Background: an optimization exercise with open tools, aiming at small area, a short achievable clock period and few clock cycles per item. Do not read the settings as production practice.
The RTL was checked by simulation tests, not by an equivalence proof against the original design.
Power figures rest on the tool's default switching activity, not on a simulated workload.

## v6
// gactx_tile
module gactx_tile (
    input         clk,
    input         rst,
    input         start,
    input  [155:0] in_param,
    input         reverse_ref_in,
    input         reverse_query_in,
    input         complement_ref_in,
    input         complement_query_in,
    input  [3:0]  ref_length,
    input  [3:0]  query_length,
    output [3:0]  ref_bram_rd_addr,
    input  [7:0]  ref_bram_data_in,
    output [3:0]  query_bram_rd_addr,
    input  [7:0]  query_bram_data_in,
    input  [11:0] y_in,
    input         start_last,
    output [11:0] max_score,
    output [3:0]  H_offset,
    input  [3:0]  max_H_offset,
    output [3:0]  V_offset,
    input  [3:0]  max_V_offset,
    output [3:0]  ref_max_score_pos,
    output [3:0]  query_max_score_pos,
    output [7:0]  num_tb_steps,
    output [1:0]  dir,
    output        dir_valid,
    output        done
);
==> flow/config.mk <==
export PLATFORM = sky130hd
export DESIGN_NAME = gactx_tile
export DESIGN_NICKNAME = gactx_tile
export VERILOG_FILES = /design/flow/design.v
export SDC_FILE = /design/flow/constraint.sdc
export NUM_CORES = 4
export LEC_CHECK = 0
export CAP_MARGIN = 20
export CORE_MARGIN = 2
export CORE_UTILIZATION = 55
export CTS_CLUSTER_DIAMETER = 110
export CTS_CLUSTER_SIZE = 20
export SLEW_MARGIN = 20
export TNS_END_PERCENT = 5
==> flow/constraint.sdc <==
create_clock -name core_clock -period 10.0 [get_ports {clk}]
set_input_delay 2.0000 -clock core_clock [delete_from_list [all_inputs] [get_ports {clk}]]
set_output_delay 2.0000 -clock core_clock [all_outputs]
set_load 0.01 [all_outputs]
standard.sh (not shown) runs the stock make flow with config.mk's settings and CLKGATE_MAP_FILE= SYNTH_SCRIPT=/design/flow/synth_recipe.tcl, a recipe that flattens the netlist after the stock synthesis.
==> flow/flow/run.sh <==
#!/bin/bash
set -euo pipefail
bash standard.sh SETUP_SLACK_MARGIN=6.2 finish > flow_make.log 2>&1
v6 finished end to end and its layout was clean on timing, DRC and antenna.
Testbench counts of v6, summed over its fixed seeds: cycles 13,033, tiles 192.
Changes in v29 relative to v6:
Settings: a change of TNS_END_PERCENT from 5 to 3.
==> flow/flow/run.sh <==
#!/bin/bash
set -euo pipefail
bash standard.sh SETUP_SLACK_MARGIN=6.8 finish > flow_make.log 2>&1
[summary]
Against v6, setup slack at placement in v29 came out better. When v29 is set beside v6, its final hold slack turns out to be 10 ps larger. Relative to v6, v29 degrades total wirelength of the detailed-routed design. v29 vs. v6: met2 wire length higher, clock period minus final worst setup slack lower, fraction of power consumed by the clock network lower.
For v36, these inputs were changed with respect to v29:
Settings: clearing CTS_CLUSTER_DIAMETER, which used to be 110; clearing TNS_END_PERCENT, which used to be 3; clearing CTS_CLUSTER_SIZE, which used to be 20.
==> flow/flow/run.sh <==
#!/bin/bash
set -euo pipefail
bash standard.sh SETUP_SLACK_MARGIN=5.8 finish > flow_make.log 2>&1
--- outcome ---
Going from v29 to v36, worst setup slack has decreased; fraction of met2 tracks used by global routing has increased. Of v36 and v29, v36 shows the lower highest clock frequency the design can meet, with v29 above it.
Inputs modified between v36 and v53:
Settings: changing CORE_UTILIZATION from 55 to 60; setting CTS_CLUSTER_SIZE to 20 for the first time; setting CTS_CLUSTER_DIAMETER to 110 for the first time.
Notes after the runs:
Taking v36 as the reference point, the slew at the pin closest to its max-slew limit of v53 rises by 12 ps. u_array.pe_gen[2].inst_nwpe.V[3] as the end of the critical path was reported by v53, and u_array.pe_gen[0].inst_nwpe.V[9] by v36. For the number of standard-cell rows in the floorplan, v53 came in 7 lower than v36 did. Number of buffers created by CTS is higher on v36. v53 ended with less share of cells above drive strength 1 than v36. Going from v36 to v53, worst hold slack shows an increase of 49 ps, total routing usage reported by global routing now larger, period utilization picked up an extra 2.9 points, tap cell count down 288, fraction of met3 tracks used by global routing now larger. The total met2 wirelength after detailed routing of v53 falls short of that of v36 by about 4%.

========
gactx_tile, a different RTL version from the one above (not shown whole).
For scale: about 17000 cells after synthesis, roughly 2800 flip-flops, ~260 I/O pins.
Design gactx_tile, start of the top module:
module gactx_tile (
    input         clk,
    input         rst,
    input         start,
    input  [155:0] in_param,
    input         reverse_ref_in,
    input         reverse_query_in,
    input         complement_ref_in,
    input         complement_query_in,
    input  [3:0]  ref_length,
    input  [3:0]  query_length,
    output [3:0]  ref_bram_rd_addr,
    input  [7:0]  ref_bram_data_in,
    output [3:0]  query_bram_rd_addr,
    input  [7:0]  query_bram_data_in,
    input  [11:0] y_in,
    input         start_last,
    output [11:0] max_score,
    output [3:0]  H_offset,
    input  [3:0]  max_H_offset,
    output [3:0]  V_offset,
    input  [3:0]  max_V_offset,
    output [3:0]  ref_max_score_pos,
    output [3:0]  query_max_score_pos,
    output [7:0]  num_tb_steps,
    output [1:0]  dir,
    output        dir_valid,
    output        done
);
    GACTX_ArrayTop #(
        .NUM_PE(4),
        .LOG_NUM_PE(2),
        .REF_LEN_WIDTH(4),
        .QUERY_LEN_WIDTH(4),
        .PE_WIDTH(12),
        .PARAM_ADDR_WIDTH(4),
        .BT_BRAM_ADDR_WIDTH(6)
    ) u_array (
        .clk                 (clk),
        .rst                 (rst),
        .start               (start),
        .in_param            (in_param),
        .reverse_ref_in      (reverse_ref_in),
        .reverse_query_in    (reverse_query_in),
        .complement_ref_in   (complement_ref_in),
        .complement_query_in (complement_query_in),
        .ref_length          (ref_length),
        .query_length        (query_length),
        .ref_bram_rd_addr    (ref_bram_rd_addr),
        .ref_bram_data_in    (ref_bram_data_in),
        .query_bram_rd_addr  (query_bram_rd_addr),
        .query_bram_data_in  (query_bram_data_in),
        .y_in                (y_in),
        .start_last          (start_last),
        .max_score           (max_score),
        .H_offset            (H_offset),
        .max_H_offset        (max_H_offset),
        .V_offset            (V_offset),
        .max_V_offset        (max_V_offset),
        .ref_max_score_pos   (ref_max_score_pos),
        .query_max_score_pos (query_max_score_pos),
        .num_tb_steps        (num_tb_steps),
        .dir                 (dir),
        .dir_valid           (dir_valid),
        .done                (done)
    );
endmodule
==> flow/config.mk <==
export PLATFORM = sky130hd
export DESIGN_NAME = gactx_tile
export DESIGN_NICKNAME = gactx_tile
export VERILOG_FILES = /design/flow/design.v
export SDC_FILE = /design/flow/constraint.sdc
export NUM_CORES = 4
export LEC_CHECK = 0
export ABC_CLOCK_PERIOD_IN_PS = 5000
export CAP_MARGIN = 20
export CORE_MARGIN = 2
export CORE_UTILIZATION = 55
export SETUP_SLACK_MARGIN = 3.5
export SLEW_MARGIN = 20
==> flow/constraint.sdc <==
create_clock -name core_clock -period 10.0 [get_ports {clk}]
set_input_delay 2.0000 -clock core_clock [delete_from_list [all_inputs] [get_ports {clk}]]
set_output_delay 2.0000 -clock core_clock [all_outputs]
set_load 0.01 [all_outputs]
run.sh (not shown) runs the stock make flow with config.mk's settings and CLKGATE_MAP_FILE= SYNTH_SCRIPT=/design/flow/synth_recipe.tcl, a recipe that flattens the netlist after the stock synthesis.
Stock flow here: none of the scripts above is used.
The first run ran to the end with no violations.
Testbench counts at the start, summed over its fixed seeds: cycles 14,821, tiles 192.
Then changed:
--- a/flow/config.mk
+++ b/flow/config.mk
@@ -7,7 +7,5 @@
 export LEC_CHECK = 0
-export ABC_CLOCK_PERIOD_IN_PS = 5000
 export CAP_MARGIN = 20
 export CORE_MARGIN = 2
-export CORE_UTILIZATION = 55
-export SETUP_SLACK_MARGIN = 3.5
+export CORE_UTILIZATION = 40
 export SLEW_MARGIN = 20
After rerunning: Count of clock-buffer cells in the layout rises by 8; first-iteration DRC count came out lower by roughly a tenth; global-route usage is lower by 11 points.

========
wip/quartz:
Another version of the RTL of gactx_tile (not shown whole).
For scale: roughly 15000 cells after synthesis, roughly 2400 flip-flops, ~260 I/O pins.
Settings: LEC_CHECK=0, ABC_CLOCK_PERIOD_IN_PS=5000, CAP_MARGIN=20, CORE_MARGIN=2, CORE_UTILIZATION=55, SETUP_SLACK_MARGIN=4.5, SLEW_MARGIN=20; clock period 10.0 ns.
Testbench counts of wip/quartz, summed over its fixed seeds: cycles 13,887, tiles 192.
Here is what was changed in the inputs of wip/onyx compared with wip/quartz.
Settings: changing ABC_CLOCK_PERIOD_IN_PS from 5000 to 4000; changing SETUP_SLACK_MARGIN from 4.5 to 5.
==> comparison <==
Looking at wip/quartz and wip/onyx, the multi-input gate share of total cell area is a wash.
Across wip/quartz and wip/onyx, none had a timing, DRC or antenna violation.
[compare] base=wip/quartz new=wip/onyx: data required time at the worst endpoint up 2.75 ns; final cell count about even; aggregate routed wire length held steady; sequential cell area share held steady.

========
RTL: one of the versions met above, not the one the previous note started from.
For scale: about 11000 cells after synthesis, roughly 260 I/O pins, about 120000 um^2 of cells after synthesis.
Settings: LEC_CHECK=0, CAP_MARGIN=30, CORE_MARGIN=2, CORE_UTILIZATION=55, CTS_CLUSTER_DIAMETER=110, CTS_CLUSTER_SIZE=20, SLEW_MARGIN=20; clock period 10.0 ns.
standard.sh (not shown) runs the stock make flow with config.mk's settings and CLKGATE_MAP_FILE= SYNTH_SCRIPT=/design/flow/synth_recipe.tcl, a recipe that flattens the netlist after the stock synthesis.
==> flow/flow/run.sh <==
#!/bin/bash
set -euo pipefail
bash standard.sh SETUP_SLACK_MARGIN=5.5 finish > flow_make.log 2>&1
Testbench counts at the start, summed over its fixed seeds: cycles 13,033, tiles 192.
Next try:
==> flow/flow/run.sh (replaced) <==
#!/bin/bash
set -euo pipefail
bash standard.sh SETUP_SLACK_MARGIN=5.8 finish > flow_make.log 2>&1
- CAP_MARGIN: 30 -> 20
- CTS_CLUSTER_DIAMETER: 110 -> not set
- CTS_CLUSTER_SIZE: 20 -> 30
Setup slack improves by 0.19 ns.
Routed wire length increases by 0.73%.
Synthesized cell count does not change.
Global-route usage rises by 0.21 points.
Clock power rose by 52%.
Power rises by 13%.
Critical path depth goes up by 2.
First-iteration DRC count rose by 0.91%.
Next try:
==> flow/flow/run.sh (replaced) <==
#!/bin/bash
set -euo pipefail
bash standard.sh SETUP_SLACK_MARGIN=6.5 finish > flow_make.log 2>&1
- CTS_CLUSTER_DIAMETER: not set -> 110
- CTS_CLUSTER_SIZE: 30 -> 20
- TNS_END_PERCENT: not set -> 5
After rerunning:
- The changed run finished with timing, DRC and antenna clean
- die area stays the same
- setup slack got worse by 0.10 ns
- clock skew went down by 0.055 ns
- first-iteration DRC count went up by 1.7%
- non-clock buffer count went down by 133
- clock power went down by 34%
- critical path depth went up by 2
- wire length went down by 1.8%
- maximum frequency went down by 2.1%
- total power went down by 12%
- final cell count went down by 2.3%
Next try:
==> flow/flow/run.sh (replaced) <==
#!/bin/bash
set -euo pipefail
bash standard.sh SETUP_SLACK_MARGIN=5.8 finish > flow_make.log 2>&1
- TNS_END_PERCENT: 5 -> not set
Result: The changed run produced a clean layout; combinational power increases by a few percent; flip-flop and latch count stays the same; non-clock buffer count increases by 126; clock-buffer cell count decreases by 12; register-to-register slack improves by 0.13 ns; global-route usage increases by 0.44 points; die area is unchanged; worst setup slack improves by 0.13 ns; final area increases slightly; wire length increases slightly.

========
job 3755:
gactx_tile, a different RTL version from the one above (not shown whole).
For scale: about 16000 cells after synthesis, ~2200 flip-flops, about 260 I/O pins.
Settings: LEC_CHECK=0, ABC_CLOCK_PERIOD_IN_PS=4000, CAP_MARGIN=20, CORE_MARGIN=2, CORE_UTILIZATION=55, SETUP_SLACK_MARGIN=5, SLEW_MARGIN=20; clock period 10.0 ns.
run.sh (not shown) runs the stock make flow with config.mk's settings and CLKGATE_MAP_FILE= SYNTH_SCRIPT=/design/flow/synth_recipe.tcl, a recipe that flattens the netlist after the stock synthesis.
Stock flow here: none of the scripts above is used.
Testbench counts of job 3755, summed over its fixed seeds: cycles 13,887, tiles 192.
#### Input delta (job 9113 over job 3755)
# job 3755
export LEC_CHECK = 0
export ABC_CLOCK_PERIOD_IN_PS = 4000
export CAP_MARGIN = 20
export CORE_MARGIN = 2
export CORE_UTILIZATION = 55
export SETUP_SLACK_MARGIN = 5
export SLEW_MARGIN = 20
create_clock -name core_clock -period 10.0 [get_ports {clk}]
# job 9113
export LEC_CHECK = 0
export ABC_CLOCK_PERIOD_IN_PS = 4000
export CAP_MARGIN = 20
export CORE_MARGIN = 2
export CORE_UTILIZATION = 60
export SLEW_MARGIN = 20
create_clock -name core_clock -period 10.0 [get_ports {clk}]
==> flow/flow/run.sh (new file) <==
#!/bin/bash
set -euo pipefail
bash standard.sh SETUP_SLACK_MARGIN=5.8 finish > flow_make.log 2>&1
==> flow/standard.sh (new file) <==
#!/bin/bash
# synth_recipe.tcl (not shown) runs the flow's synth.tcl, then flattens the netlist and writes it again
# the make line also repeats each setting of config.mk as NAME=value (left out here)
make -C /OpenROAD-flow-scripts/flow DESIGN_CONFIG=/design/flow/config.mk WORK_HOME=/design/flow/orfs CLKGATE_MAP_FILE= SYNTH_SCRIPT=/design/flow/synth_recipe.tcl "${@:-finish}"
removed: flow/run.sh
==> results.txt <==
- Highest clock rate grows by a few percent when moving from job 3755 to job 9113.
- Going from job 3755 to job 9113, fraction of power consumed by combinational cells increased by 2.1 points relative to the old numbers; routed wire length saw a decrease; overall global routing resource usage now larger; clock network area share now sits lower.
- The post-route worst hold slack number comes out lower for job 3755 vs job 9113.
- Run comparison: job 9113 slowest cell on the critical path sky130_fd_sc_hd__mux2i_1; job 3755 slowest cell on the critical path sky130_fd_sc_hd__a221oi_1
- Job 9113 does better than job 3755 on clock power.
- Compared with job 3755, job 9113 shows a clock buffer count that is 4 lower.

[afterwards: timing with drivers on the ports]
The flow's constraints put no driver on any port. The routed layouts listed below were extracted and timed again, unchanged, in two steps. Step 1, drivers: a clkbuf_16 drives clk and a buf_2 each remaining input, both assumed. Step 2 moves the port delays by t, midway between the first and last clock arrival at a register: inputs arrive t later, outputs are due t later. That takes back most of the time a late clock gives input paths. a / b / c = ideal ports / drivers / drivers and shift; a / b = the first two.
| run | t (ns) | setup slack, ns | latest minus earliest clock arrival (ns) | worst slew at a driven data input, ns | pins driven straight from the clock port |
|---|---|---|---|---|---|
| v6 | 0.922 | 5.280 / 5.280 / 4.400 | 0.067 / 0.067 | 0.15 | 1 |
| v29 | 0.941 | 5.301 / 5.301 / 5.008 | 0.069 / 0.069 | 0.17 | 1 |
| v36 | 0.985 | 5.272 / 5.272 / 4.874 | 0.129 / 0.128 | 0.21 | 1 |
| v53 | 0.936 | 4.982 / 4.982 / 4.877 | 0.108 / 0.108 | 0.23 | 1 |
| the first run of note 2 | 1.016 | 3.517 / 3.517 / 3.517 | 0.069 / 0.068 | 0.15 | 1 |
| the second run of note 2 | 1.059 | 1.850 / 1.850 / 1.850 | 0.094 / 0.094 | 0.11 | 1 |
| wip/quartz | 1.010 | 4.691 / 4.590 / 3.835 | 0.121 / 0.121 | 0.16 | 1 |
| wip/onyx | 1.010 | 5.050 / 5.050 / 4.278 | 0.119 / 0.119 | 0.16 | 1 |
| the first run of note 4 | 0.938 | 5.084 / 5.084 / 4.529 | 0.084 / 0.084 | 0.24 | 1 |
| the second run of note 4 | 0.985 | 5.272 / 5.272 / 4.874 | 0.129 / 0.128 | 0.21 | 1 |
| the third run of note 4 | 0.930 | 5.168 / 5.168 / 5.015 | 0.074 / 0.074 | 0.19 | 1 |
| the fourth run of note 4 | 0.943 | 5.296 / 5.296 / 4.930 | 0.107 / 0.107 | 0.23 | 1 |
| job 3755 | 1.006 | 5.100 / 5.060 / 4.359 | 0.121 / 0.121 | 0.29 | 1 |
| job 9113 | 1.002 | 5.348 / 5.348 / 4.944 | 0.110 / 0.109 | 0.23 | 1 |
After both steps setup and hold are still met in every run listed. The setup slack of v6, which loses most, moves by 0.000 ns with the drivers and by -0.880 ns with both steps.
